This design comes from an exercise in tuning for small area and a short achievable clock period on the open sky130 flow, not from production work.
RTL that was checked went through simulation tests only; none was proved equivalent to the original.
No functional check of the RTL was part of runs 1 to 3.
No activity file was given, so power comes from the tool's default toggle rates.

--- config.mk ---
export PLATFORM = sky130hd
export DESIGN_NAME = fpu16_top
export DESIGN_NICKNAME = fpu16_top
export VERILOG_FILES = /design/flow/design.v
export SDC_FILE = /design/flow/constraint.sdc
export NUM_CORES = 4
export LEC_CHECK = 0
export ABC_AREA = 1
export CAP_MARGIN = 20
export CORE_MARGIN = 2
export CORE_UTILIZATION = 60
export CTS_CLUSTER_DIAMETER = 100
export CTS_CLUSTER_SIZE = 30
export GPL_ROUTABILITY_DRIVEN = 0
export SETUP_SLACK_MARGIN = 5.0
export SLEW_MARGIN = 20
--- constraint.sdc ---
create_clock -name core_clock -period 8.0 [get_ports {aclk}]
set_input_delay 1.6000 -clock core_clock [delete_from_list [all_inputs] [get_ports {aclk}]]
set_output_delay 1.6000 -clock core_clock [all_outputs]
set_load 0.01 [all_outputs]
--- design.v ---
module mul11_cs(
    input  [10:0] x,
    input  [5:0] neg,
    input  [5:0] one,
    input  [5:0] two,
    output [21:0] r0,
    output [21:0] r1
    );
    wire neg0 = neg[0];
    wire one0 = one[0];
    wire two0 = two[0];
    wire neg1 = neg[1];
    wire one1 = one[1];
    wire two1 = two[1];
    wire neg2 = neg[2];
    wire one2 = one[2];
    wire two2 = two[2];
    wire neg3 = neg[3];
    wire one3 = one[3];
    wire two3 = two[3];
    wire neg4 = neg[4];
    wire one4 = one[4];
    wire two4 = two[4];
    wire neg5 = neg[5];
    wire one5 = one[5];
    wire two5 = two[5];
    wire pp0_0 = ((one0 & x[0]) | (two0 & 1'b0)) ^ neg0;
    wire pp0_1 = ((one0 & x[1]) | (two0 & x[0])) ^ neg0;
    wire pp0_2 = ((one0 & x[2]) | (two0 & x[1])) ^ neg0;
    wire pp0_3 = ((one0 & x[3]) | (two0 & x[2])) ^ neg0;
    wire pp0_4 = ((one0 & x[4]) | (two0 & x[3])) ^ neg0;
    wire pp0_5 = ((one0 & x[5]) | (two0 & x[4])) ^ neg0;
    wire pp0_6 = ((one0 & x[6]) | (two0 & x[5])) ^ neg0;
    wire pp0_7 = ((one0 & x[7]) | (two0 & x[6])) ^ neg0;
    wire pp0_8 = ((one0 & x[8]) | (two0 & x[7])) ^ neg0;
    wire pp0_9 = ((one0 & x[9]) | (two0 & x[8])) ^ neg0;
    wire pp0_10 = ((one0 & x[10]) | (two0 & x[9])) ^ neg0;
    wire pp0_11 = ((one0 & 1'b0) | (two0 & x[10])) ^ neg0;
    wire pp1_0 = ((one1 & x[0]) | (two1 & 1'b0)) ^ neg1;
    wire pp1_1 = ((one1 & x[1]) | (two1 & x[0])) ^ neg1;
    wire pp1_2 = ((one1 & x[2]) | (two1 & x[1])) ^ neg1;
    wire pp1_3 = ((one1 & x[3]) | (two1 & x[2])) ^ neg1;
    wire pp1_4 = ((one1 & x[4]) | (two1 & x[3])) ^ neg1;
    wire pp1_5 = ((one1 & x[5]) | (two1 & x[4])) ^ neg1;
    wire pp1_6 = ((one1 & x[6]) | (two1 & x[5])) ^ neg1;
    wire pp1_7 = ((one1 & x[7]) | (two1 & x[6])) ^ neg1;
    wire pp1_8 = ((one1 & x[8]) | (two1 & x[7])) ^ neg1;
    wire pp1_9 = ((one1 & x[9]) | (two1 & x[8])) ^ neg1;
    wire pp1_10 = ((one1 & x[10]) | (two1 & x[9])) ^ neg1;
    wire pp1_11 = ((one1 & 1'b0) | (two1 & x[10])) ^ neg1;
    wire pp2_0 = ((one2 & x[0]) | (two2 & 1'b0)) ^ neg2;
    wire pp2_1 = ((one2 & x[1]) | (two2 & x[0])) ^ neg2;
    wire pp2_2 = ((one2 & x[2]) | (two2 & x[1])) ^ neg2;
    wire pp2_3 = ((one2 & x[3]) | (two2 & x[2])) ^ neg2;
    wire pp2_4 = ((one2 & x[4]) | (two2 & x[3])) ^ neg2;
    wire pp2_5 = ((one2 & x[5]) | (two2 & x[4])) ^ neg2;
    wire pp2_6 = ((one2 & x[6]) | (two2 & x[5])) ^ neg2;
    wire pp2_7 = ((one2 & x[7]) | (two2 & x[6])) ^ neg2;
    wire pp2_8 = ((one2 & x[8]) | (two2 & x[7])) ^ neg2;
    wire pp2_9 = ((one2 & x[9]) | (two2 & x[8])) ^ neg2;
    wire pp2_10 = ((one2 & x[10]) | (two2 & x[9])) ^ neg2;
    wire pp2_11 = ((one2 & 1'b0) | (two2 & x[10])) ^ neg2;
    wire pp3_0 = ((one3 & x[0]) | (two3 & 1'b0)) ^ neg3;
    wire pp3_1 = ((one3 & x[1]) | (two3 & x[0])) ^ neg3;
    wire pp3_2 = ((one3 & x[2]) | (two3 & x[1])) ^ neg3;
    wire pp3_3 = ((one3 & x[3]) | (two3 & x[2])) ^ neg3;
    wire pp3_4 = ((one3 & x[4]) | (two3 & x[3])) ^ neg3;
    wire pp3_5 = ((one3 & x[5]) | (two3 & x[4])) ^ neg3;
    wire pp3_6 = ((one3 & x[6]) | (two3 & x[5])) ^ neg3;
    wire pp3_7 = ((one3 & x[7]) | (two3 & x[6])) ^ neg3;
    wire pp3_8 = ((one3 & x[8]) | (two3 & x[7])) ^ neg3;
    wire pp3_9 = ((one3 & x[9]) | (two3 & x[8])) ^ neg3;
    wire pp3_10 = ((one3 & x[10]) | (two3 & x[9])) ^ neg3;
    wire pp3_11 = ((one3 & 1'b0) | (two3 & x[10])) ^ neg3;
    wire pp4_0 = ((one4 & x[0]) | (two4 & 1'b0)) ^ neg4;
    wire pp4_1 = ((one4 & x[1]) | (two4 & x[0])) ^ neg4;
    wire pp4_2 = ((one4 & x[2]) | (two4 & x[1])) ^ neg4;
    wire pp4_3 = ((one4 & x[3]) | (two4 & x[2])) ^ neg4;
    wire pp4_4 = ((one4 & x[4]) | (two4 & x[3])) ^ neg4;
    wire pp4_5 = ((one4 & x[5]) | (two4 & x[4])) ^ neg4;
    wire pp4_6 = ((one4 & x[6]) | (two4 & x[5])) ^ neg4;
    wire pp4_7 = ((one4 & x[7]) | (two4 & x[6])) ^ neg4;
    wire pp4_8 = ((one4 & x[8]) | (two4 & x[7])) ^ neg4;
    wire pp4_9 = ((one4 & x[9]) | (two4 & x[8])) ^ neg4;
    wire pp4_10 = ((one4 & x[10]) | (two4 & x[9])) ^ neg4;
    wire pp4_11 = ((one4 & 1'b0) | (two4 & x[10])) ^ neg4;
    wire pp5_0 = (one5 & x[0]) | (two5 & 1'b0);
    wire pp5_1 = (one5 & x[1]) | (two5 & x[0]);
    wire pp5_2 = (one5 & x[2]) | (two5 & x[1]);
    wire pp5_3 = (one5 & x[3]) | (two5 & x[2]);
    wire pp5_4 = (one5 & x[4]) | (two5 & x[3]);
    wire pp5_5 = (one5 & x[5]) | (two5 & x[4]);
    wire pp5_6 = (one5 & x[6]) | (two5 & x[5]);
    wire pp5_7 = (one5 & x[7]) | (two5 & x[6]);
    wire pp5_8 = (one5 & x[8]) | (two5 & x[7]);
    wire pp5_9 = (one5 & x[9]) | (two5 & x[8]);
    wire pp5_10 = (one5 & x[10]) | (two5 & x[9]);
    wire pp5_11 = (one5 & 1'b0) | (two5 & x[10]);
    wire w1 = pp0_6 ^ pp1_4;
    wire w2 = pp0_6 & pp1_4;
    wire w3 = pp0_7 ^ pp1_5;
    wire w4 = pp0_7 & pp1_5;
    wire w5 = pp0_8 ^ pp1_6 ^ pp2_4;
    wire w6 = (pp0_8 & pp1_6) | (pp0_8 & pp2_4) | (pp1_6 & pp2_4);
    wire w7 = pp3_2 ^ pp4_0;
    wire w8 = pp3_2 & pp4_0;
    wire w9 = pp0_9 ^ pp1_7 ^ pp2_5;
    wire w10 = (pp0_9 & pp1_7) | (pp0_9 & pp2_5) | (pp1_7 & pp2_5);
    wire w11 = pp3_3 ^ pp4_1;
    wire w12 = pp3_3 & pp4_1;
    wire w13 = pp0_10 ^ pp1_8 ^ pp2_6;
    wire w14 = (pp0_10 & pp1_8) | (pp0_10 & pp2_6) | (pp1_8 & pp2_6);
    wire w15 = pp3_4 ^ pp4_2 ^ pp5_0;
    wire w16 = (pp3_4 & pp4_2) | (pp3_4 & pp5_0) | (pp4_2 & pp5_0);
    wire w17 = pp0_11 ^ pp1_9 ^ pp2_7;
    wire w18 = (pp0_11 & pp1_9) | (pp0_11 & pp2_7) | (pp1_9 & pp2_7);
    wire w19 = pp3_5 ^ pp4_3 ^ pp5_1;
    wire w20 = (pp3_5 & pp4_3) | (pp3_5 & pp5_1) | (pp4_3 & pp5_1);
    wire w21 = pp1_10 ^ pp2_8 ^ pp3_6;
    wire w22 = (pp1_10 & pp2_8) | (pp1_10 & pp3_6) | (pp2_8 & pp3_6);
    wire w23 = pp4_4 ^ pp5_2 ^ neg0;
    wire w24 = (pp4_4 & pp5_2) | (pp4_4 & neg0) | (pp5_2 & neg0);
    wire w25 = pp1_11 ^ pp2_9 ^ pp3_7;
    wire w26 = (pp1_11 & pp2_9) | (pp1_11 & pp3_7) | (pp2_9 & pp3_7);
    wire w27 = pp4_5 ^ pp5_3 ^ neg0;
    wire w28 = (pp4_5 & pp5_3) | (pp4_5 & neg0) | (pp5_3 & neg0);
    wire w29 = pp2_10 ^ pp3_8 ^ pp4_6;
    wire w30 = (pp2_10 & pp3_8) | (pp2_10 & pp4_6) | (pp3_8 & pp4_6);
    wire w31 = pp5_4 ^ ~neg0 ^ ~neg1;
    wire w32 = (pp5_4 & ~neg0) | (pp5_4 & ~neg1) | (~neg0 & ~neg1);
    wire w33 = pp2_11 ^ pp3_9 ^ pp4_7;
    wire w34 = (pp2_11 & pp3_9) | (pp2_11 & pp4_7) | (pp3_9 & pp4_7);
    wire w35 = pp5_5 ^ 1'b1;
    wire w36 = pp5_5 & 1'b1;
    wire w37 = pp3_10 ^ pp4_8 ^ pp5_6;
    wire w38 = (pp3_10 & pp4_8) | (pp3_10 & pp5_6) | (pp4_8 & pp5_6);
    wire w39 = pp3_11 ^ pp4_9;
    wire w40 = pp3_11 & pp4_9;
    wire w41 = pp0_4 ^ pp1_2;
    wire w42 = pp0_4 & pp1_2;
    wire w43 = pp0_5 ^ pp1_3;
    wire w44 = pp0_5 & pp1_3;
    wire w45 = w1 ^ pp2_2 ^ pp3_0;
    wire w46 = (w1 & pp2_2) | (w1 & pp3_0) | (pp2_2 & pp3_0);
    wire w47 = w2 ^ w3 ^ pp2_3;
    wire w48 = (w2 & w3) | (w2 & pp2_3) | (w3 & pp2_3);
    wire w49 = w4 ^ w5 ^ w7;
    wire w50 = (w4 & w5) | (w4 & w7) | (w5 & w7);
    wire w51 = w6 ^ w8 ^ w9;
    wire w52 = (w6 & w8) | (w6 & w9) | (w8 & w9);
    wire w53 = w10 ^ w12 ^ w13;
    wire w54 = (w10 & w12) | (w10 & w13) | (w12 & w13);
    wire w55 = w14 ^ w16 ^ w17;
    wire w56 = (w14 & w16) | (w14 & w17) | (w16 & w17);
    wire w57 = w18 ^ w20 ^ w21;
    wire w58 = (w18 & w20) | (w18 & w21) | (w20 & w21);
    wire w59 = w22 ^ w24 ^ w25;
    wire w60 = (w22 & w24) | (w22 & w25) | (w24 & w25);
    wire w61 = w26 ^ w28 ^ w29;
    wire w62 = (w26 & w28) | (w26 & w29) | (w28 & w29);
    wire w63 = w30 ^ w32 ^ w33;
    wire w64 = (w30 & w32) | (w30 & w33) | (w32 & w33);
    wire w65 = w34 ^ w36 ^ w37;
    wire w66 = (w34 & w36) | (w34 & w37) | (w36 & w37);
    wire w67 = w38 ^ w39 ^ pp5_7;
    wire w68 = (w38 & w39) | (w38 & pp5_7) | (w39 & pp5_7);
    wire w69 = w40 ^ pp4_10 ^ pp5_8;
    wire w70 = (w40 & pp4_10) | (w40 & pp5_8) | (pp4_10 & pp5_8);
    wire w71 = pp4_11 ^ pp5_9;
    wire w72 = pp4_11 & pp5_9;
    wire w73 = pp0_2 ^ pp1_0;
    wire w74 = pp0_2 & pp1_0;
    wire w75 = pp0_3 ^ pp1_1;
    wire w76 = pp0_3 & pp1_1;
    wire w77 = w41 ^ pp2_0 ^ neg2;
    wire w78 = (w41 & pp2_0) | (w41 & neg2) | (pp2_0 & neg2);
    wire w79 = w42 ^ w43 ^ pp2_1;
    wire w80 = (w42 & w43) | (w42 & pp2_1) | (w43 & pp2_1);
    wire w81 = w44 ^ w45 ^ neg3;
    wire w82 = (w44 & w45) | (w44 & neg3) | (w45 & neg3);
    wire w83 = w46 ^ w47 ^ pp3_1;
    wire w84 = (w46 & w47) | (w46 & pp3_1) | (w47 & pp3_1);
    wire w85 = w48 ^ w49 ^ neg4;
    wire w86 = (w48 & w49) | (w48 & neg4) | (w49 & neg4);
    wire w87 = w50 ^ w51 ^ w11;
    wire w88 = (w50 & w51) | (w50 & w11) | (w51 & w11);
    wire w89 = w52 ^ w53 ^ w15;
    wire w90 = (w52 & w53) | (w52 & w15) | (w53 & w15);
    wire w91 = w54 ^ w55 ^ w19;
    wire w92 = (w54 & w55) | (w54 & w19) | (w55 & w19);
    wire w93 = w56 ^ w57 ^ w23;
    wire w94 = (w56 & w57) | (w56 & w23) | (w57 & w23);
    wire w95 = w58 ^ w59 ^ w27;
    wire w96 = (w58 & w59) | (w58 & w27) | (w59 & w27);
    wire w97 = w60 ^ w61 ^ w31;
    wire w98 = (w60 & w61) | (w60 & w31) | (w61 & w31);
    wire w99 = w62 ^ w63 ^ w35;
    wire w100 = (w62 & w63) | (w62 & w35) | (w63 & w35);
    wire w101 = w64 ^ w65 ^ ~neg2;
    wire w102 = (w64 & w65) | (w64 & ~neg2) | (w65 & ~neg2);
    wire w103 = w66 ^ w67 ^ 1'b1;
    wire w104 = (w66 & w67) | (w66 & 1'b1) | (w67 & 1'b1);
    wire w105 = w68 ^ w69 ^ ~neg3;
    wire w106 = (w68 & w69) | (w68 & ~neg3) | (w69 & ~neg3);
    wire w107 = w70 ^ w71 ^ 1'b1;
    wire w108 = (w70 & w71) | (w70 & 1'b1) | (w71 & 1'b1);
    wire w109 = w72 ^ pp5_10 ^ ~neg4;
    wire w110 = (w72 & pp5_10) | (w72 & ~neg4) | (pp5_10 & ~neg4);
    wire w111 = pp5_11 ^ 1'b1;
    wire w112 = pp5_11 & 1'b1;
    assign r0 = {w110, w108, w106, w104, w102, w100, w98, w96, w94, w92, w90, w88, w86, w84, w82, w80, w78, w76, w74, w73, pp0_1, pp0_0};
    assign r1 = {w111, w109, w107, w105, w103, w101, w99, w97, w95, w93, w91, w89, w87, w85, w83, w81, w79, w77, w75, neg1, 1'b0, neg0};
endmodule
module booth_enc11(
    input  [10:0] y,
    output [5:0] neg,
    output [5:0] one,
    output [5:0] two
    );
    assign neg[0] = y[1];
    assign one[0] = y[0] ^ 1'b0;
    assign two[0] = (y[1] & ~y[0] & ~1'b0) | (~y[1] & y[0] & 1'b0);
    assign neg[1] = y[3];
    assign one[1] = y[2] ^ y[1];
    assign two[1] = (y[3] & ~y[2] & ~y[1]) | (~y[3] & y[2] & y[1]);
    assign neg[2] = y[5];
    assign one[2] = y[4] ^ y[3];
    assign two[2] = (y[5] & ~y[4] & ~y[3]) | (~y[5] & y[4] & y[3]);
    assign neg[3] = y[7];
    assign one[3] = y[6] ^ y[5];
    assign two[3] = (y[7] & ~y[6] & ~y[5]) | (~y[7] & y[6] & y[5]);
    assign neg[4] = y[9];
    assign one[4] = y[8] ^ y[7];
    assign two[4] = (y[9] & ~y[8] & ~y[7]) | (~y[9] & y[8] & y[7]);
    assign neg[5] = 1'b0;
    assign one[5] = y[10] ^ y[9];
    assign two[5] = (1'b0 & ~y[10] & ~y[9]) | (~1'b0 & y[10] & y[9]);
endmodule
module lzc12(
    input  [11:0] op,
    output [3:0]  cnt
    );
    assign cnt =
        op[11] ? 4'd0 : op[10] ? 4'd1 : op[9] ? 4'd2 : op[8] ? 4'd3 :
        op[7] ? 4'd4 : op[6] ? 4'd5 : op[5] ? 4'd6 : op[4] ? 4'd7 :
        op[3] ? 4'd8 : op[2] ? 4'd9 : op[1] ? 4'd10 : op[0] ? 4'd11 : 4'd12;
endmodule
module fpu_cmp_core(
    input  [15:0] a,
    input  [15:0] b,
    output        ge
    );
    wire gt, eq;
    mag_cmp15 u_mag(.x(a[14:0]), .y(b[14:0]), .gt(gt), .eq(eq));
    assign ge = (a[15] ^ b[15]) ? ~a[15] : (a[15] ? ~gt : (gt | eq));
endmodule
module mag_cmp15(
    input  [14:0] x,
    input  [14:0] y,
    output        gt,
    output        eq
    );
    wire [15:0] g0 = {1'b0, x & ~y};
    wire [15:0] e0 = {1'b1, ~(x ^ y)};
    wire [7:0] g1, e1;
    wire [3:0] g2, e2;
    wire [1:0] g3, e3;
    genvar i;
    generate
        for (i = 0; i < 8; i = i + 1) begin : l1
            assign g1[i] = g0[2*i+1] | (e0[2*i+1] & g0[2*i]);
            assign e1[i] = e0[2*i+1] & e0[2*i];
        end
        for (i = 0; i < 4; i = i + 1) begin : l2
            assign g2[i] = g1[2*i+1] | (e1[2*i+1] & g1[2*i]);
            assign e2[i] = e1[2*i+1] & e1[2*i];
        end
        for (i = 0; i < 2; i = i + 1) begin : l3
            assign g3[i] = g2[2*i+1] | (e2[2*i+1] & g2[2*i]);
            assign e3[i] = e2[2*i+1] & e2[2*i];
        end
    endgenerate
    assign gt = g3[1] | (e3[1] & g3[0]);
    assign eq = e3[1] & e3[0];
endmodule
module fpu16_top(
    input         aclk,
    input  [15:0] a,
    input  [15:0] b,
    input         a_valid,
    input         b_valid,
    output [15:0] add_result,
    output        add_valid,
    output [15:0] sub_result,
    output        sub_valid,
    output [15:0] mul_result,
    output        mul_valid,
    output [7:0]  cmp_result,
    output        cmp_valid
    );
    reg v0, v1, v2, v3, v4, v5;
    always @(posedge aclk) begin
        v0 <= a_valid & b_valid;
        v1 <= v0; v2 <= v1; v3 <= v2; v4 <= v3; v5 <= v4;
    end
    reg [15:0] a0, b0;
    reg cmp_q;
    wire ge;
    fpu_cmp_core u_cmp(.a(a), .b(b), .ge(ge));
    always @(posedge aclk) begin
        a0 <= a;
        b0 <= b;
        cmp_q <= ge;
    end
    assign cmp_result = {7'b0, cmp_q};
    assign cmp_valid = v0;
    wire a_gt, a_eq;
    mag_cmp15 u_agt(.x(a0[14:0]), .y(b0[14:0]), .gt(a_gt), .eq(a_eq));
    wire h_a0 = |a0[14:10];
    wire h_b0 = |b0[14:10];
    wire [4:0] ea0 = {a0[14:11], a0[10] | ~h_a0};
    wire [4:0] eb0 = {b0[14:11], b0[10] | ~h_b0};
    wire [4:0] dab = ea0 - eb0;
    wire [4:0] dba = eb0 - ea0;
    wire [5:0] bn_a, bo_a, bt_a, bn_b, bo_b, bt_b;
    booth_enc11 u_bea(.y({h_a0, a0[9:0]}), .neg(bn_a), .one(bo_a), .two(bt_a));
    booth_enc11 u_beb(.y({h_b0, b0[9:0]}), .neg(bn_b), .one(bo_b), .two(bt_b));
    reg [14:0] l1, s1;
    reg ls1, es1, fs1, hl1, hs1;
    reg [5:0] bo1, bt1;
    reg [4:0] d1;
    always @(posedge aclk) begin
        l1  <= a_gt ? a0[14:0] : b0[14:0];
        s1  <= a_gt ? b0[14:0] : a0[14:0];
        ls1 <= a_gt ? a0[15] : b0[15];
        es1 <= a0[15] ^ b0[15];
        fs1 <= a_gt ? a0[15] : ~b0[15];
        hl1 <= a_gt ? h_a0 : h_b0;
        hs1 <= a_gt ? h_b0 : h_a0;
        bo1 <= a_gt ? bo_b : bo_a;
        bt1 <= a_gt ? bt_b : bt_a;
        d1  <= a_gt ? dab : dba;
    end
    wire [4:0] le1 = {l1[14:11], l1[10] | ~hl1};
    wire [4:0] se1 = {s1[14:11], s1[10] | ~hs1};
    wire [13:0] s_ext = {hs1, s1[9:0], 3'b0};
    wire [13:0] s_shr = d1[4] ? 14'b0 : s_ext >> d1[3:0];
    wire [13:0] s_lost = d1[4] ? s_ext : s_ext & ~(14'h3fff << d1[3:0]);
    reg [14:0] l2;
    reg [13:0] sal2;
    reg ls2, es2, fs2, hl2, linf2, pani2, bz2;
    always @(posedge aclk) begin
        l2    <= l1;
        sal2  <= {s_shr[13:1], s_shr[0] | (|s_lost)};
        ls2   <= ls1;
        es2   <= es1;
        fs2   <= fs1;
        hl2   <= hl1;
        linf2 <= &l1[14:10];
        pani2 <= es1 & (&s1[14:10]) & ~(|l1[9:0]) & ~(|s1[9:0]);
        bz2   <= ~hl1 & ~(|l1[9:0]);
    end
    wire [13:0] sal_e = linf2 ? 14'b0 : sal2;
    wire [13:0] l_ext = {hl2, l2[9:0], 3'b0};
    reg [14:0] ps3;
    reg [13:0] ms3;
    reg [4:0] le3;
    reg linf3, ls3, es3, fs3, pani3, bz3;
    always @(posedge aclk) begin
        ps3   <= {1'b0, l_ext} + {1'b0, sal_e};
        ms3   <= l_ext - sal_e;
        le3   <= {l2[14:11], l2[10] | ~hl2};
        linf3 <= linf2;
        ls3   <= ls2;
        es3   <= es2;
        fs3   <= fs2;
        pani3 <= pani2;
        bz3   <= bz2;
    end
    wire p_nf = ps3[14];
    wire [9:0] p_fr = p_nf ? ps3[13:4] : ps3[12:3];
    wire p_g  = p_nf ? ps3[3] : ps3[2];
    wire p_r  = p_nf ? ps3[2] : ps3[1];
    wire p_st = p_nf ? (ps3[1] | ps3[0]) : ps3[0];
    wire [4:0] p_e = p_nf ? le3 + 5'd1 : (ps3[13] ? le3 : 5'd0);
    wire p_inc = p_g & (p_r | p_st | p_fr[0]);
    wire [10:0] m_force = (le3 >= 5'd12) ? 11'b0 : (11'b1 << (5'd11 - le3));
    wire [10:0] m_top = ms3[13:3] | m_force;
    wire [3:0] m_sh =
        m_top[10] ? 4'd0 : m_top[9] ? 4'd1 : m_top[8] ? 4'd2 : m_top[7] ? 4'd3 :
        m_top[6] ? 4'd4 : m_top[5] ? 4'd5 : m_top[4] ? 4'd6 : m_top[3] ? 4'd7 :
        m_top[2] ? 4'd8 : m_top[1] ? 4'd9 : m_top[0] ? 4'd10 : 4'd11;
    wire [13:0] m_n = ms3 << m_sh;
    wire [10:0] m_t = ms3[13:3];
    wire [3:0] m_lz =
        m_t[10] ? 4'd0 : m_t[9] ? 4'd1 : m_t[8] ? 4'd2 : m_t[7] ? 4'd3 :
        m_t[6] ? 4'd4 : m_t[5] ? 4'd5 : m_t[4] ? 4'd6 : m_t[3] ? 4'd7 :
        m_t[2] ? 4'd8 : m_t[1] ? 4'd9 : m_t[0] ? 4'd10 : 4'd11;
    wire [5:0] m_ed = {1'b0, le3} - {2'b0, m_lz};
    wire [4:0] m_e = (m_ed[5] | (m_ed == 6'd0)) ? 5'd0 : m_ed[4:0];
    wire m_inc = (m_sh == 4'd0) ? ms3[2] & (ms3[1] | ms3[0] | ms3[3]) :
                 (m_sh == 4'd1) ? ms3[1] & (ms3[0] | ms3[2]) : 1'b0;
    reg [14:0] pv4, mv4;
    reg pinc4, minc4, mz4, linf4, ls4, es4, fs4, pani4, bz4;
    always @(posedge aclk) begin
        pv4   <= {p_e, p_fr};
        pinc4 <= p_inc;
        mv4   <= {m_e, m_n[12:3]};
        minc4 <= m_inc;
        mz4   <= ~(|ms3);
        linf4 <= linf3;
        ls4   <= ls3;
        es4   <= es3;
        fs4   <= fs3;
        pani4 <= pani3;
        bz4   <= bz3;
    end
    wire [14:0] p_rnd = pv4 + pinc4;
    wire [14:0] m_rnd = mv4 + minc4;
    wire [14:0] p_res = ((&p_rnd[14:10]) & ~linf4) ? 15'h7c00 : p_rnd;
    wire [14:0] m_res = ((&m_rnd[14:10]) & ~linf4) ? 15'h7c00 : m_rnd;
    wire [14:0] add_mag = es4 ? m_res : p_res;
    wire [14:0] sub_mag = es4 ? p_res : m_res;
    wire zs = bz4 & ls4 & ~es4;
    wire [15:0] add_c = pani4 ? 16'hfe00 : bz4 ? {zs, 15'b0} :
                        (es4 & mz4) ? 16'b0 : {ls4, add_mag};
    wire [15:0] sub_c = pani4 ? 16'hfe00 : bz4 ? {zs, 15'b0} :
                        (~es4 & mz4) ? 16'b0 : {fs4, sub_mag};
    reg [15:0] add_q, sub_q;
    reg add_vq, sub_vq;
    always @(posedge aclk) begin
        add_q  <= add_c;
        sub_q  <= sub_c;
        add_vq <= v4 & ~(&add_c[14:10]);
        sub_vq <= v4 & ~(&sub_c[14:10]);
    end
    assign add_result = add_q;
    assign add_valid = add_vq;
    assign sub_result = sub_q;
    assign sub_valid = sub_vq;
    wire [10:0] m_x = {hl1, l1[9:0]};
    wire [10:0] m_y = {hs1, s1[9:0]};
    wire [21:0] cs0, cs1;
    wire [5:0] bn1 = {1'b0, m_y[9], m_y[7], m_y[5], m_y[3], m_y[1]};
    mul11_cs u_mul(.x(m_x), .neg(bn1), .one(bo1), .two(bt1), .r0(cs0), .r1(cs1));
    reg [21:0] cs0_2, cs1_2;
    reg [6:0] t2;
    reg msg2, nan2, psel2, zero2;
    always @(posedge aclk) begin
        cs0_2 <= cs0;
        cs1_2 <= cs1;
        t2    <= {2'b0, le1} + {2'b0, se1} - 7'd15;
        msg2  <= es1;
        nan2  <= &l1[14:10];
        psel2 <= (&s1[14:10]) & (ls1 ^ fs1);
        zero2 <= ~hs1 & ~(|s1[9:0]);
    end
    wire [21:0] q_sum = cs0_2 + cs1_2;
    wire [9:0] payload = psel2 ? sal2[12:3] : l2[9:0];
    reg [21:0] q3;
    reg [6:0] t3;
    reg msg3, nan3, zero3;
    always @(posedge aclk) begin
        q3    <= nan2 ? {2'b01, payload, 10'b0} : q_sum;
        t3    <= t2;
        msg3  <= msg2;
        nan3  <= nan2;
        zero3 <= zero2;
    end
    wire [3:0] lq;
    lzc12 u_lq(q3[21:10], lq);
    wire normal = ~t3[6] & (t3[5:0] >= {2'b0, lq});
    reg [21:0] q4;
    reg [6:0] l4, e4;
    reg normal4, msg4, nan4, zero4;
    always @(posedge aclk) begin
        q4      <= q3;
        l4      <= normal ? {3'b0, lq} : t3;
        e4      <= t3 + 7'd1 - {3'b0, lq};
        normal4 <= normal;
        msg4    <= msg3;
        nan4    <= nan3;
        zero4   <= zero3;
    end
    wire [32:0] q_pad = {q4, 11'b0};
    wire [6:0] q_sh = 7'd11 - l4;
    wire [32:0] q_z16 = q_sh[4] ? q_pad >> 16 : q_pad;
    wire [32:0] q_z8  = q_sh[3] ? q_z16 >> 8 : q_z16;
    wire [32:0] q_z4  = q_sh[2] ? q_z8 >> 4 : q_z8;
    wire [32:0] q_z2  = q_sh[1] ? q_z4 >> 2 : q_z4;
    wire [32:0] q_z   = q_sh[0] ? q_z2 >> 1 : q_z2;
    wire [11:0] win = q_z[21:10];
    wire [22:0] below = ~({23{1'b1}} << q_sh[4:0]);
    wire st4 = |(q4 & below[22:1]);
    wire [6:0] e4p1 = e4 + 7'd1;
    reg [10:0] mant5;
    reg [4:0] e5;
    reg inc5, ovn5, ovc5, normal5, msg5, nan5, zero5;
    always @(posedge aclk) begin
        mant5   <= win[11:1];
        inc5    <= win[0] & (st4 | win[1]);
        e5      <= e4[4:0];
        ovn5    <= normal4 & ($signed(e4) > 30);
        ovc5    <= normal4 & ($signed(e4p1) > 30);
        normal5 <= normal4;
        msg5    <= msg4;
        nan5    <= nan4;
        zero5   <= zero4;
    end
    wire [11:0] mr = {1'b0, mant5} + inc5;
    wire carry = inc5 & (&mant5);
    wire ovf = carry ? ovc5 : ovn5;
    wire [4:0] field = ~normal5 ? {4'b0, mr[10]} : carry ? e5 + 5'd1 : e5;
    wire [15:0] mul_c = nan5 ? {msg5, 5'b11111, mr[9:0]} : zero5 ? {msg5, 15'b0} :
                        ovf ? {msg5, 5'b11111, 10'b0} : {msg5, field, mr[9:0]};
    wire mul_err = nan5 | (ovf & ~zero5);
    reg [15:0] mul_q;
    reg mul_vq;
    always @(posedge aclk) begin
        mul_q  <= mul_c;
        mul_vq <= v5 & ~mul_err;
    end
    assign mul_result = mul_q;
    assign mul_valid = mul_vq;
endmodule
--- flow/run.sh ---
#!/bin/bash
# The standard layout, with buf_2 cells as the port buffers and setup repair
# aimed at a 2.72 ns period (slack margin 5.28 ns at the 8 ns clock).
set -euo pipefail
bash standard.sh SETUP_SLACK_MARGIN=5.28 "BUFFER_PORTS_ARGS=-buffer_cell sky130_fd_sc_hd__buf_2" finish > standard.log 2>&1
--- standard.sh ---
#!/bin/bash
# synth_recipe.tcl (not shown) runs the flow's synth.tcl, then flattens the netlist and writes it again
# the make line also repeats each setting of config.mk as NAME=value (left out here)
make -C /OpenROAD-flow-scripts/flow DESIGN_CONFIG=/design/flow/config.mk WORK_HOME=/design/flow/orfs CLKGATE_MAP_FILE= SYNTH_SCRIPT=/design/flow/synth_recipe.tcl "${@:-finish}"
==> results of run 1 <==
## report_power, final
part	total, mW	switching (mW)	internal, mW
registers	3.19	0.475	2.71
logic	4.11	2.51	1.60
clock network	1.01	0.592	0.415
## state kept, by name (all words and copies together) (netlist names), 16 cells and up
signal	count
add_q	16
q4	22
q3	22
cs1_2	21
a0	16
cs0_2	22
mul_q	16
b0	16
sub_q	16
## path summary, 6_finish.rpt
kind,depth (start not counted),start,endpoint,slack [ns]
hold / removal,0,l2[12]$_DFF_P_,le3[2]$_DFF_P_,0.33
setup reg to reg,6,l1[7]$_DFF_P_,cs1_2[10]$_DFF_P_,5.29
hold reg to reg,0,l2[12]$_DFF_P_,le3[2]$_DFF_P_,0.33
setup / recovery,6,l1[7]$_DFF_P_,cs1_2[10]$_DFF_P_,5.29
## cells by family after synthesis
logic type | count (synthesis)
buffers and inverters | 433
and+or+nand+nor | 798
muxes | 9
DFF | 396
adders and majority gates | 187
xor gates and xnor gates | 120
other | 1
AOI/OAI and AO/OA | 501
## synth_stat cells, drive strengths merged, types with 2 or more instances
library cell / count
o22ai: 75
mux2i: 4
nand3b: 9
o221ai: 8
ha: 139
xnor2: 19
buf: 30
nand3: 120
o211ai: 10
clkinv: 14
o31ai: 9
o21bai: 13
a21oi: 154
a2111oi: 2
dfxtp: 396
a211oi: 7
o41ai: 2
mux2: 5
nor3: 25
clkbuf: 43
o311ai: 2
or2: 7
nand4: 19
nand2: 415
and2: 2
a21o: 4
xor2: 101
and3: 2
nor4: 13
a31oi: 9
fa: 48
inv: 346
o2111ai: 5
nor2: 183
o21ai: 189
o21a: 6
## layer usage
layer  up-vias  routed length (um)  GRT usage (%)
met2       596               21300           45.1
met1      7233               19500           33.1
met4         0                2070           9.68
met5         -                   0              0
li1       8114                   -              -
met3       142                2420           2.22
## cell usage in the layout, fill, tap and decap left out, types with 22 or more instances in the layout
| cell type | Yosys | routed |
|---|---|---|
| buf_2 | 13 | 89 |
| buf_4 | 11 | 29 |
| a21oi_1 | 154 | 153 |
| inv_1 | 341 | 323 |
| fa_1 | 48 | 47 |
| nor2_1 | 170 | 166 |
| o22ai_1 | 75 | 68 |
| nor3_1 | 24 | 22 |
| dfxtp_1 | 396 | 371 |
| nand2_1 | 409 | 407 |
| o21ai_0 | 184 | 180 |
| ha_1 | 139 | 132 |
| nand3_1 | 115 | 114 |
| xor2_1 | 101 | 99 |
## final cells by class
type	instances	share of cell area, %
inverter	360	6.58
timing repair buffer	123	3.36
multi-input combinational	1622	48.2
clock buffer	20	2.11
tap	442	2.56
timing repair inverter	4	0.127
sequential	396	37.0
clock inverter	1	0.0927
## what timing repair did
action,4_1_cts,5_1_grt
gates cloned,3,1
pin swaps,1,22
resized for setup,43,90
setup endpoints to repair,65,79
hold endpoints to repair,0,0
buffers inserted,10,22
==> flow_metrics.env, run 1 <==
export IMPL_run_status="timing/DRC/antenna clean"
export IMPL_vias=16085
export IMPL_root_buffer="clkbuf_16"
export IMPL_syn_to_final_growth_pct=9.41
export IMPL_final_hold_viol_count=0
export IMPL_first_pass_iters=7
export IMPL_synth_seq_cells=396
export IMPL_syn_area_um2=19700
export IMPL_synth_compound_area_share_pct=14.4
export IMPL_synth_top_family_by_area="simple AND/OR/NAND/NOR gates"
export IMPL_nets=2746
export IMPL_numCtsBuffers=17
export IMPL_clk_path_buf_depth=3
export IMPL_synthSimpleGateAreaFrac_pct=17.4
export IMPL_netlist_instances=2445
export IMPL_synth_largest_area_cell="dfxtp_1"
export IMPL_synth_xor_area_share_pct=5.32
export IMPL_required_ns=8.40
export IMPL_yosys_top_cells_area="dfxtp_1 40%, ha_1 8.8%, nand2_1 7.8%"
export IMPL_p_per_area_nw_per_um2=385
export IMPL_postCtsHoldBufs=0
export IMPL_critPathBufInv=1
export IMPL_cts_sinks=396
export IMPL_finalCritPeriodShare_pct=33.8
export IMPL_synth_edff_count=0
export IMPL_synth_top_area_share_pct=40.2
export IMPL_place_area_um2=20400
export IMPL_dp_slack_ns=4.64
export IMPL_track_usage_pct=25.8
export IMPL_slowest_delay_ns=0.53
export IMPL_die_y_um=185
export IMPL_criticalPathCategory="flip-flop to flip-flop"
export IMPL_async_reset_ff_share_pct=0
export IMPL_grt_pass1_vias=14765
export IMPL_setup_ws_ns=5.29
export IMPL_worstMarginPinSlew_ns=0.686
export IMPL_rsz0062_at_grt="yes"
export IMPL_port_buffers=87
export IMPL_finalCriticalPeriod_ns=2.71
export IMPL_maxCapViolCount=0
export IMPL_wire_per_inst_um=15.3
export IMPL_antenna_found_initial=0
export IMPL_ant_nets=0
export IMPL_fp_dieW_um=185
export IMPL_path_clk_slew_ns=0.11
export IMPL_cp_max_fo=6
export IMPL_synth_adder_area_share_pct=13.7
export IMPL_maxSlewHeadroom_pct=54.2
export IMPL_htreeDepth=1
export IMPL_peakVddDrop_mv=0.290
export IMPL_fmax_mhz=369
export IMPL_cpMostUsedCell="fa_1"
export IMPL_leakagePower_nw=10.2
export IMPL_grt_start_max_net_pins=87
export IMPL_timing_hold_ws_ns=0.332
export IMPL_synth_cell_types=60
export IMPL_hold_class="flip-flop to flip-flop"
export IMPL_avgViaCountPerCell=5.42
export IMPL_antenna_cells=0
export IMPL_synthMuxAreaShare_pct=0.488
export IMPL_synth_avg_cell_area_um2=8.07
export IMPL_core_um2=32500
export IMPL_hpwl_um=34600
export IMPL_wl_um=45300
export IMPL_drc=0
export IMPL_setup_tns_ns=0
export IMPL_drtIter0Drc=1240
export IMPL_overflow=0
export IMPL_ys_seq_area_share_pct=40.2
export IMPL_critPathTopFamily="adder cells"
export IMPL_cts_tree="yes"
export IMPL_ys_warnings_count=1
export IMPL_worst_path_max_delay_cell="fa_1"
export IMPL_num_fill_cells=2791
export IMPL_num_rows=66
export IMPL_ys_flop_type="dfxtp_1"
export IMPL_final_util_pct=66.5
export IMPL_critPathArrivalTime_ns=3.11
export IMPL_multiInputGateArea_um2=10400
export IMPL_fin_cells=2968
export IMPL_dieArea_um2=34400
export IMPL_path_cells="clkinvlp_4, o22ai_2, xor2_1, fa_1, fa_1, fa_1"
export IMPL_p_total_mw=8.31
export IMPL_pin_count=95
export IMPL_placedCellCount=2911
export IMPL_seq_area_um2=7990
export IMPL_end_kind="flip-flop"
export IMPL_grt_pass1_wl_um=72000
export IMPL_slew_viol_final=0
export IMPL_finClkSkew_ns=0.0261
export IMPL_drive_gt1_share_pct=11.3
export IMPL_clk_latency_ns=0.53
export IMPL_setup_viol=0
export IMPL_critPathLaunchType="flip-flop"
export IMPL_start_util_pct=60.8
export IMPL_design_area_um2=21600
==> inputs of run 2 (changes only) <==
==> flow/run.sh (replaced) <==
#!/bin/bash
# The standard layout, with buf_2 cells as the port buffers and setup repair
# aimed at a 2.72 ns period (slack margin 5.28 ns at the 8 ns clock).
set -euo pipefail
bash standard.sh SETUP_SLACK_MARGIN=5.33 "BUFFER_PORTS_ARGS=-buffer_cell sky130_fd_sc_hd__buf_2" finish > standard.log 2>&1
--- a/config.mk
+++ b/config.mk
@@ -8,9 +8,8 @@
 export ABC_AREA = 1
 export CAP_MARGIN = 20
 export CORE_MARGIN = 2
-export CORE_UTILIZATION = 60
+export CORE_UTILIZATION = 55
 export CTS_CLUSTER_DIAMETER = 100
 export CTS_CLUSTER_SIZE = 30
-export GPL_ROUTABILITY_DRIVEN = 0
 export SETUP_SLACK_MARGIN = 5.0
 export SLEW_MARGIN = 20
==> flow_metrics.env, run 2 <==
export IMPL_reg_top3="cs0_2 x22, q3 x22, q4 x22"
export IMPL_first_pass_iters=6
export IMPL_criticalPathCategory="flip-flop to flip-flop"
export IMPL_synth_cell_types=60
export IMPL_ys_seq_area_share_pct=40.2
export IMPL_synth_avg_cell_area_um2=8.07
export IMPL_cp_max_fo=6
export IMPL_ys_warnings_count=1
export IMPL_grt_pass1_wl_um=75700
export IMPL_fp_dieW_um=193
export IMPL_grt_pass1_vias=15225
export IMPL_pin_count=95
export IMPL_postCtsHoldBufs=0
export IMPL_root_buffer="clkbuf_16"
export IMPL_layout_common_cells="400 x nand2_1, 362 x dfxtp_1, 321 x inv_1"
export IMPL_grt_use_met2_pct=41.3
export IMPL_final_common_cell="nand2_1"
export IMPL_rsz0062_at_grt="yes"
export IMPL_syn_area_um2=19700
export IMPL_maxSlewHeadroom_pct=39.9
export IMPL_critPathArrivalTime_ns=3.11
export IMPL_core_um2=35500
export IMPL_port_buffers=87
export IMPL_overflow=0
export IMPL_die_y_um=193
export IMPL_hpwl_um=36100
export IMPL_synth_largest_area_cell="dfxtp_1"
export IMPL_clk_latency_ns=0.52
export IMPL_peakVddDrop_mv=0.275
export IMPL_maxCapViolCount=0
export IMPL_track_usage_pct=24.3
export IMPL_hold_class="flip-flop to flip-flop"
export IMPL_num_rows=69
export IMPL_reg2reg_from="bo1[0]$_DFF_P_"
export IMPL_hold_start="l2[12]$_DFF_P_"
export IMPL_ys_flop_type="dfxtp_1"
export IMPL_netlist_instances=2445
export IMPL_ff2ff_path_depth=8
export IMPL_antenna_cells=0
export IMPL_grt_util_met3_pct=2.30
export IMPL_setup_tns_ns=0
export IMPL_avgViaCountPerCell=5.37
export IMPL_synth_edff_count=0
export IMPL_r2r_slack_ns=5.31
export IMPL_final_util_pct=62.6
export IMPL_vias=16226
export IMPL_worstMarginPinSlew_ns=0.900
export IMPL_leakagePower_nw=10.4
export IMPL_place_congestion=0.917
export IMPL_wl_um=47600
export IMPL_worstReg2RegEnd="cs1_2[8]$_DFF_P_"
export IMPL_drc=0
export IMPL_htreeDepth=1
export IMPL_required_ns=8.42
export IMPL_drive_gt1_share_pct=14.6
export IMPL_p_total_mw=8.46
export IMPL_setup_viol=0
export IMPL_yosys_top_cells_area="dfxtp_1 40%, ha_1 8.8%, nand2_1 7.8%"
export IMPL_clk_path_buf_depth=3
export IMPL_dieArea_um2=37400
export IMPL_grt_start_max_net_pins=87
export IMPL_synth_most_common_cell="nand2_1"
export IMPL_antenna_found_initial=1
export IMPL_grtUsageMet1_pct=31.3
export IMPL_hold_path_depth=0
export IMPL_start_util_pct=55.6
export IMPL_path_clk_slew_ns=0.11
export IMPL_p_per_area_nw_per_um2=381
export IMPL_fmax_mhz=372
export IMPL_numCtsBuffers=17
export IMPL_busiest_layer="met2"
export IMPL_run_status="timing/DRC/antenna clean"
export IMPL_finClkSkew_ns=0.0157
export IMPL_drtIter0Drc=977
export IMPL_cts_tree="yes"
export IMPL_synth_top_area_share_pct=40.2
export IMPL_async_reset_ff_share_pct=0
export IMPL_end_kind="flip-flop"
export IMPL_critPathLaunchType="flip-flop"
export IMPL_cts_sinks=396
export IMPL_syn_to_final_growth_pct=12.5
export IMPL_finalCriticalPeriod_ns=2.69
export IMPL_synth_seq_cells=396
export IMPL_nets=2779
export IMPL_slew_viol_final=0
export IMPL_ant_nets=0
export IMPL_finalCritPeriodShare_pct=33.6
export IMPL_wire_per_inst_um=15.8
export IMPL_hold_end="le3[2]$_DFF_P_"
export IMPL_netlist_top_cells_count="409 x nand2_1, 396 x dfxtp_1, 341 x inv_1"
export IMPL_final_hold_viol_count=0
==> run 2: worst max-delay path, cell delays in order, from the launching register on <==
cell	delay [ns]
dfxtp_4	0.42
clkinvlp_4	0.23
o22ai_2	0.24
xor2_1	0.11
fa_1	0.55
inv_1	0.05
fa_1	0.49
inv_1	0.05
fa_1	0.42
==> run 2: layout make-up <==
class,instances,area (um^2)
clock inverter,3,27.5
timing repair inverter,3,20.0
sequential,396,8010
clock buffer,18,439
tap,461,577
fill,3164,13300
multi-input combinational,1624,10700
inverter,360,1430
timing repair buffer,155,1020
==> run 2: where the power goes <==
part	internal, mW	leakage (nW)	total [mW]	switching (mW)
clock	0.404	0.227	0.996	0.592
combinational	1.69	6.82	4.24	2.56
sequential	2.72	3.33	3.22	0.503
total	4.81	10.4	8.46	3.65
==> run 2: kinds of logic (layout without fill, tap and decap cells) <==
logic type | after synthesis | after routing | synth area share [%]
AOI/OAI and AO/OA | 501 | 501 | 14.4
xor gates and xnor gates | 120 | 120 | 5.32
adders and majority gates | 187 | 187 | 13.7
buffers and inverters | 433 | 539 | 8.56
DFF | 396 | 396 | 40.2
muxes | 9 | 9 | 0.488
other | 1 | 7 | 0.0190
and+or+nand+nor | 798 | 800 | 17.4
==> run 2: stage by stage <==
stage                     hold WS [ns]  area (um^2)  setup WS [ns]  cells
after floorplan                  0.310        19800           5.30   2451
after global routing             0.337        22200           5.21   3020
after CTS                        0.333        21300           5.22   2975
final                            0.330        22200           5.31   3020
after global placement           0.310        20500           4.64   2929
after detailed placement         0.312        20500           4.54   2929
==> run 2: what timing repair did <==
action | in CTS | in global routing
pin swaps | 7 | 45
cloned | 3 | 3
endpoints found under the hold margin | 0 | 0
gates resized for setup | 68 | 151
buffers inserted | 22 | 42
setup endpoints to repair | 67 | 125
==> run 2: how the worst max path moves through the flow <==
stage,startpoint,endpoint,slack [ns],cells after the start
2_1_floorplan,b[1],cmp_q$_DFF_P_,5.30,9
6_report,bo1[0]$_DFF_P_,cs1_2[8]$_DFF_P_,5.31,8
4_1_cts,l4[1]$_DFF_P_,inc5$_DFF_P_,5.22,10
3_3_place_gp,l4[2]$_DFF_P_,inc5$_DFF_P_,4.64,12
3_5_place_dp,l4[2]$_DFF_P_,inc5$_DFF_P_,4.54,12
5_1_grt,l1[8]$_DFF_P_,cs1_2[16]$_DFF_P_,5.21,9
==> run 2: per-layer routing <==
metal / up-vias / share of wire, %
li1: 8197 / -
met1: 7348 / 43
met2: 537 / 47
met3: 144 / 4.8
met4: 0 / 5.0
met5: - / 0
==> inputs of run 3 (changes only) <==
==> flow/run.sh (replaced) <==
#!/bin/bash
# The standard layout, with buf_2 cells as the port buffers and setup repair
# aimed at a 2.72 ns period (slack margin 5.28 ns at the 8 ns clock).
set -euo pipefail
bash standard.sh SETUP_SLACK_MARGIN=5.31 "BUFFER_PORTS_ARGS=-buffer_cell sky130_fd_sc_hd__buf_2" finish > standard.log 2>&1
--- a/config.mk
+++ b/config.mk
@@ -8,7 +8,7 @@
 export ABC_AREA = 1
 export CAP_MARGIN = 20
 export CORE_MARGIN = 2
-export CORE_UTILIZATION = 55
+export CORE_UTILIZATION = 60
 export CTS_CLUSTER_DIAMETER = 100
 export CTS_CLUSTER_SIZE = 30
 export SETUP_SLACK_MARGIN = 5.0
==> flow_metrics.env, run 3 <==
export IMPL_run_status="timing/DRC/antenna clean"
export IMPL_port_buffers=87
export IMPL_pin_count=95
export IMPL_drive_gt1_share_pct=14.8
export IMPL_grt_start_max_net_pins=87
export IMPL_overflow=0
export IMPL_core_um2=32500
export IMPL_numCtsBuffers=17
export IMPL_setup_viol=0
export IMPL_synth_largest_area_cell="dfxtp_1"
export IMPL_ant_nets=0
export IMPL_wire_per_inst_um=15.8
export IMPL_start_util_pct=60.8
export IMPL_maxCapViolCount=0
export IMPL_slew_viol_final=0
export IMPL_final_common_cell="nand2_1"
export IMPL_synth_edff_count=0
export IMPL_async_reset_ff_share_pct=0
export IMPL_critPathLaunchType="flip-flop"
export IMPL_avgViaCountPerCell=5.43
export IMPL_place_congestion=0.942
export IMPL_nets=2778
export IMPL_cts_sinks=396
export IMPL_rsz0062_at_grt="yes"
export IMPL_setup_tns_ns=0
export IMPL_synth_seq_cells=396
export IMPL_die_y_um=185
export IMPL_required_ns=8.42
export IMPL_clk_latency_ns=0.54
export IMPL_wl_um=47500
export IMPL_finalCriticalPeriod_ns=2.76
export IMPL_yosys_top_cells_area="dfxtp_1 40%, ha_1 8.8%, nand2_1 7.8%"
export IMPL_seq_area_um2=8010
export IMPL_criticalPathCategory="flip-flop to flip-flop"
export IMPL_final_hold_viol_count=0
export IMPL_layout_common_cells="404 x nand2_1, 364 x dfxtp_1, 320 x inv_1"
export IMPL_fp_dieW_um=185
export IMPL_cp_max_fo=5
export IMPL_critPathArrivalTime_ns=3.18
export IMPL_netlist_top_cells_count="409 x nand2_1, 396 x dfxtp_1, 341 x inv_1"
export IMPL_drc=0
export IMPL_root_buffer="clkbuf_16"
export IMPL_track_usage_pct=26.6
export IMPL_setup_ws_ns=5.24
export IMPL_hpwl_um=35400
export IMPL_antenna_cells=0
export IMPL_grt_pass1_vias=15110
export IMPL_htreeDepth=1
export IMPL_syn_area_um2=19700
export IMPL_path_clk_slew_ns=0.11
export IMPL_p_per_area_nw_per_um2=382
export IMPL_multiInputGateArea_um2=10800
export IMPL_dp_slack_ns=4.40
export IMPL_cts_tree="yes"
export IMPL_leakagePower_nw=10.4
export IMPL_drtIter0Drc=1043
export IMPL_num_fill_cells=2766
export IMPL_first_pass_iters=8
export IMPL_synth_avg_cell_area_um2=8.07
export IMPL_grt_pass1_wl_um=73700
export IMPL_end_kind="flip-flop"
export IMPL_synth_most_common_cell="nand2_1"
export IMPL_timing_hold_ws_ns=0.331
export IMPL_ys_seq_area_share_pct=40.2
export IMPL_netlist_instances=2445
export IMPL_finClkSkew_ns=0.0321
export IMPL_finalCritPeriodShare_pct=34.5
export IMPL_reg_top3="cs0_2 x22, q3 x22, q4 x22"
export IMPL_worstMarginPinSlew_ns=0.693
export IMPL_synth_cell_types=60
export IMPL_vias=16306
export IMPL_num_rows=66
export IMPL_antenna_found_initial=1
export IMPL_clk_path_buf_depth=3
export IMPL_peakVddDrop_mv=0.263
export IMPL_ys_flop_type="dfxtp_1"
export IMPL_maxSlewHeadroom_pct=53.7
export IMPL_fmax_mhz=362
export IMPL_ys_warnings_count=1
export IMPL_synth_top_area_share_pct=40.2
export IMPL_design_area_um2=22300
export IMPL_place_area_um2=20400
export IMPL_dieArea_um2=34400
export IMPL_syn_to_final_growth_pct=12.7
export IMPL_hold_class="flip-flop to flip-flop"
-- run 3: cell type report --
type | instances | share of cell area (%)
Clock inverter | 3 | 0.152
Tap cell | 442 | 2.49
Sequential cell | 396 | 36.0
Clock buffer | 19 | 1.99
Timing Repair inverter | 5 | 0.146
Multi-Input combinational cell | 1622 | 48.3
Timing Repair Buffer | 154 | 4.46
Inverter | 360 | 6.44
-- run 3: final timing paths --
path | from | endpoint | slack, ns | cells after the start
max | l1[6]$_DFF_P_ | cs1_2[12]$_DFF_P_ | 5.24 | 9
min | l2[11]$_DFF_P_ | le3[1]$_DFF_P_ | 0.33 | 0
max reg2reg | l1[6]$_DFF_P_ | cs1_2[12]$_DFF_P_ | 5.24 | 9
min reg2reg | l2[11]$_DFF_P_ | le3[1]$_DFF_P_ | 0.33 | 0
-- run 3: what timing repair did --
| item | CTS | global route |
|---|---|---|
| hold buffers | 0 | 0 |
| buffers inserted | 18 | 43 |
| cloned | 4 | 3 |
| endpoints found under the hold margin | 0 | 0 |
| pin swaps | 1 | 50 |
| setup endpoints to repair | 63 | 96 |
| gates resized for setup | 58 | 171 |
-- run 3: power by group --
part / total, mW / switching [mW] / internal (mW)
Sequential: 3.22 / 0.505 / 2.72
Combinational: 4.29 / 2.58 / 1.71
Clock: 0.997 / 0.589 / 0.408
-- run 3: logic make-up (layout without fill, tap and decap cells) --
| logic type | after synthesis | in the layout | synth area share, % |
|---|---|---|---|
| buffers and inverters | 433 | 541 | 8.56 |
| other | 1 | 7 | 0.0190 |
| and+or+nand+nor | 798 | 798 | 17.4 |
| xor gates and xnor gates | 120 | 120 | 5.32 |
| muxes | 9 | 9 | 0.488 |
| adders and majority gates | 187 | 187 | 13.7 |
| AOI/OAI and AO/OA | 501 | 501 | 14.4 |
| DFF | 396 | 396 | 40.2 |
-- run 3: critical path, stage by stage (launching register included) --
cell and delay [ns]:
dfxtp_4 0.41, clkinvlp_4 0.15, buf_6 0.18, o22ai_1 0.21, xor2_1 0.13, fa_1 0.52, inv_1 0.06, fa_1 0.47
inv_1 0.05, fa_1 0.45
-- run 3: per-stage QoR --
stage               instances  utilization, %  power [mW]
global route             3001            68.6        9.30
CTS                      2955            65.5        8.16
detailed placement       2911            63.0        7.08
finish                   3001            68.6        8.51
global placement         2911            63.0        6.98
floorplan                2451               -        6.01
-- run 3: routing by layer --
layer  track usage (%)  vias to the layer above  wire [um]
li1                  -                     8200          -
met1              33.7                     7381      20300
met2              46.0                      576      22500
met3              3.32                      149       2530
met4              10.4                        0       2140
met5                 0                        -          0
==> inputs of run 4 (changes only) <==
--- a/design.v
+++ b/design.v
@@ -484,11 +484,7 @@
     end
     wire [32:0] q_pad = {q4, 11'b0};
     wire [6:0] q_sh = 7'd11 - l4;
-    wire [32:0] q_z16 = q_sh[4] ? q_pad >> 16 : q_pad;
-    wire [32:0] q_z8  = q_sh[3] ? q_z16 >> 8 : q_z16;
-    wire [32:0] q_z4  = q_sh[2] ? q_z8 >> 4 : q_z8;
-    wire [32:0] q_z2  = q_sh[1] ? q_z4 >> 2 : q_z4;
-    wire [32:0] q_z   = q_sh[0] ? q_z2 >> 1 : q_z2;
+    wire [32:0] q_z = q_pad >> q_sh[4:0];
     wire [11:0] win = q_z[21:10];
     wire [22:0] below = ~({23{1'b1}} << q_sh[4:0]);
     wire st4 = |(q4 & below[22:1]);
==> flow/run.sh (replaced) <==
#!/bin/bash
set -euo pipefail
bash standard.sh SETUP_SLACK_MARGIN=5.35 "BUFFER_PORTS_ARGS=-buffer_cell sky130_fd_sc_hd__buf_2" "CTS_ARGS=-sink_clustering_enable -repair_clock_nets -root_buf sky130_fd_sc_hd__clkbuf_16 -buf_list sky130_fd_sc_hd__clkbuf_8" finish > standard.log 2>&1
--- a/config.mk
+++ b/config.mk
@@ -8,8 +8,6 @@
 export ABC_AREA = 1
 export CAP_MARGIN = 20
 export CORE_MARGIN = 2
-export CORE_UTILIZATION = 60
-export CTS_CLUSTER_DIAMETER = 100
-export CTS_CLUSTER_SIZE = 30
+export CORE_UTILIZATION = 55
 export SETUP_SLACK_MARGIN = 5.0
 export SLEW_MARGIN = 20
==> flow_metrics.env, run 4 <==
export IMPL_run_status="timing/DRC/antenna clean"
export IMPL_final_hold_viol_count=0
export IMPL_synth_top_area_share_pct=39.9
export IMPL_finalCritPeriodShare_pct=33.4
export IMPL_final_common_cell="nand2_1"
export IMPL_rsz0062_at_grt="yes"
export IMPL_timing_hold_ws_ns=0.319
export IMPL_finalCriticalPeriod_ns=2.67
export IMPL_criticalPathCategory="flip-flop to flip-flop"
export IMPL_setup_ws_ns=5.33
export IMPL_clk_path_buf_depth=3
export IMPL_cp_max_fo=6
export IMPL_grt_start_max_net_pins=87
export IMPL_wl_um=49100
export IMPL_worstSetupStartpoint="l1[9]$_DFF_P_"
export IMPL_track_usage_pct=25.6
export IMPL_hold_path_depth=0
export IMPL_wire_per_inst_um=15.7
export IMPL_dieArea_um2=37600
export IMPL_critPathBufInv=3
export IMPL_fmax_mhz=374
export IMPL_avgViaCountPerCell=5.33
export IMPL_ys_flop_type="dfxtp_1"
export IMPL_place_congestion=0.945
export IMPL_reg2reg_from="l1[9]$_DFF_P_"
export IMPL_required_ns=8.48
export IMPL_yosys_top_cells_area="dfxtp_1 40%, ha_1 8.8%, nand2_1 7.8%"
export IMPL_synth_most_common_cell="nand2_1"
export IMPL_drive_gt1_share_pct=15.9
export IMPL_maxSlewHeadroom_pct=55.7
export IMPL_leakagePower_nw=11.0
export IMPL_synth_edff_count=0
export IMPL_design_area_um2=23100
export IMPL_setup_viol=0
export IMPL_critPathLaunchType="flip-flop"
export IMPL_vias=16654
export IMPL_p_total_mw=9.47
export IMPL_clk_latency_ns=0.55
export IMPL_path_cells="clkinvlp_4, o22ai_4, xor2_2, fa_1, inv_1, fa_1, inv_2, fa_2"
export IMPL_worst_path_max_delay_cell="fa_1"
export IMPL_layout_common_cells="408 x nand2_1, 370 x dfxtp_1, 331 x inv_1"
export IMPL_drtIter0Drc=1070
export IMPL_grt_pass1_wl_um=79000
export IMPL_syn_to_final_growth_pct=16.3
export IMPL_postCtsHoldBufs=0
export IMPL_slowest_delay_ns=0.54
export IMPL_antenna_found_initial=0
export IMPL_grt_pass1_vias=16091
export IMPL_cpMostUsedCell="fa_1"
export IMPL_drc=0
export IMPL_hold_start="q3[4]$_SDFF_PP0_"
export IMPL_cts_sinks=396
export IMPL_cp_depth=8
export IMPL_ff2ff_path_depth=8
export IMPL_ys_warnings_count=1
export IMPL_die_y_um=194
export IMPL_slew_viol_final=0
export IMPL_overflow=0
export IMPL_htreeDepth=3
export IMPL_antenna_cells=0
export IMPL_syn_area_um2=19800
export IMPL_end_kind="flip-flop"
export IMPL_first_pass_iters=6
export IMPL_pin_count=95
export IMPL_start_util_pct=55.8
export IMPL_hold_class="flip-flop to flip-flop"
export IMPL_fin_cells=3126
export IMPL_final_util_pct=64.9
export IMPL_synth_avg_cell_area_um2=8.05
export IMPL_synth_cell_types=65
export IMPL_ys_seq_area_share_pct=39.9
export IMPL_peakVddDrop_mv=0.270
export IMPL_dp_slack_ns=4.64
export IMPL_fp_dieW_um=194
export IMPL_synth_largest_area_cell="dfxtp_1"
export IMPL_netlist_top_cells_count="411 x nand2_1, 396 x dfxtp_1, 335 x inv_1"
export IMPL_finClkSkew_ns=0.0241
export IMPL_path_clk_slew_ns=0.06
export IMPL_async_reset_ff_share_pct=0
export IMPL_maxCapViolCount=0
export IMPL_cts_tree="yes"
export IMPL_ant_nets=0
export IMPL_p_per_area_nw_per_um2=410
export IMPL_synth_seq_cells=396
export IMPL_worstMarginPinSlew_ns=0.663
export IMPL_netlist_instances=2466
export IMPL_num_fill_cells=3116
export IMPL_numCtsBuffers=69
export IMPL_core_um2=35600
export IMPL_critPathArrivalTime_ns=3.16
export IMPL_num_rows=69
export IMPL_reg_top3="cs0_2 x22, q3 x22, q4 x22"
export IMPL_setup_tns_ns=0
export IMPL_critPathTopFamily="adder cells"
export IMPL_nets=2834
export IMPL_port_buffers=87
export IMPL_root_buffer="clkbuf_16"
export IMPL_place_area_um2=20600
export IMPL_hpwl_um=36600
export IMPL_placedCellCount=2951
==> run 4: cell count changes after synthesis, sizes merged, moves of 5 or more <==
cell     delta
a21oi      +14
clkbuf      +5
inv         -6
nand3      +11
nand4       -5
o2111ai     -5
o21ai      +18
o22ai       -8
==> run 4: cell type report <==
class | instances | area (um^2) | area share [%]
multi-input combinational | 1649 | 10700 | 46.2
clock buffer | 82 | 1230 | 5.33
tap | 461 | 577 | 2.50
timing repair inverter | 2 | 12.5 | 0.0542
timing repair buffer | 140 | 890 | 3.85
inverter | 354 | 1410 | 6.08
clock inverter | 42 | 313 | 1.35
sequential | 396 | 8000 | 34.6
==> run 4: routing by layer <==
metal	GRT usage, %	wire (um)	vias up
li1	-	-	8383
met1	32.3	21400	7546
met2	42.7	23000	573
met3	4.49	2630	152
met4	11.7	2050	0
met5	0	0	-
==> run 4: where the power goes <==
group / switching [mW] / leakage (nW) / internal [mW] / total, mW
registers: 0.494 / 3.33 / 2.72 / 3.21
clock network: 0.825 / 0.847 / 1.17 / 2.00
logic: 2.61 / 6.78 / 1.64 / 4.26
total: 3.93 / 11.0 / 5.53 / 9.47
==> run 4: path summary, 6_finish.rpt <==
kind	to	slack (ns)
hold reg to reg	q4[4]$_DFF_P_	0.32
setup reg to reg	cs1_2[13]$_DFF_P_	5.33
setup / recovery	cs1_2[13]$_DFF_P_	5.33
hold / removal	q4[4]$_DFF_P_	0.32
==> run 4: cell families after synthesis <==
logic type                 synth area share (%)
and+or+nand+nor                            17.4
AOI/OAI and AO/OA                          14.6
buffers and inverters                      8.47
DFF                                        39.9
adders and majority gates                  13.6
xor gates and xnor gates                   5.34
muxes                                     0.630
other                                    0.0189
==> run 4: repair_timing <==
action,4_1_cts,5_1_grt
endpoints found under the setup margin,91,83
gates cloned,1,3
pin swaps,3,26
gates resized for setup,62,123
buffers inserted,24,23

[what the ideal ports hide]
The results above use ideal ports. As a check the final layouts listed here were re-extracted and re-timed, cells and wires unchanged.
Step 1 assumes that a clkbuf_16 drives the clock port and a buf_2 every other input.
Step 2 also shifts input and output timing later by t, the mid clock arrival at the registers, as if the neighbouring blocks saw the same clock.
Three values: ideal, step 1, step 2; two values: the first two.
run	t, ns	setup slack, ns	hold slack, ns	worst slew at a driven data input, ns	pins driven straight from the clock port
run 1	0.575	5.293 / 5.293 / 5.013	0.332 / 0.332 / 0.332	0.03	1
run 2	0.571	5.308 / 5.308 / 4.996	0.330 / 0.330 / 0.330	0.03	1
run 3	0.580	5.240 / 5.240 / 4.919	0.331 / 0.331 / 0.331	0.03	1
run 4	0.591	5.329 / 5.329 / 4.974	0.319 / 0.319 / 0.319	0.04	1
After both steps every run listed still meets setup and hold. For run 4, which loses most, drivers alone change the setup slack by 0.000 ns; drivers and shift together by -0.355 ns.
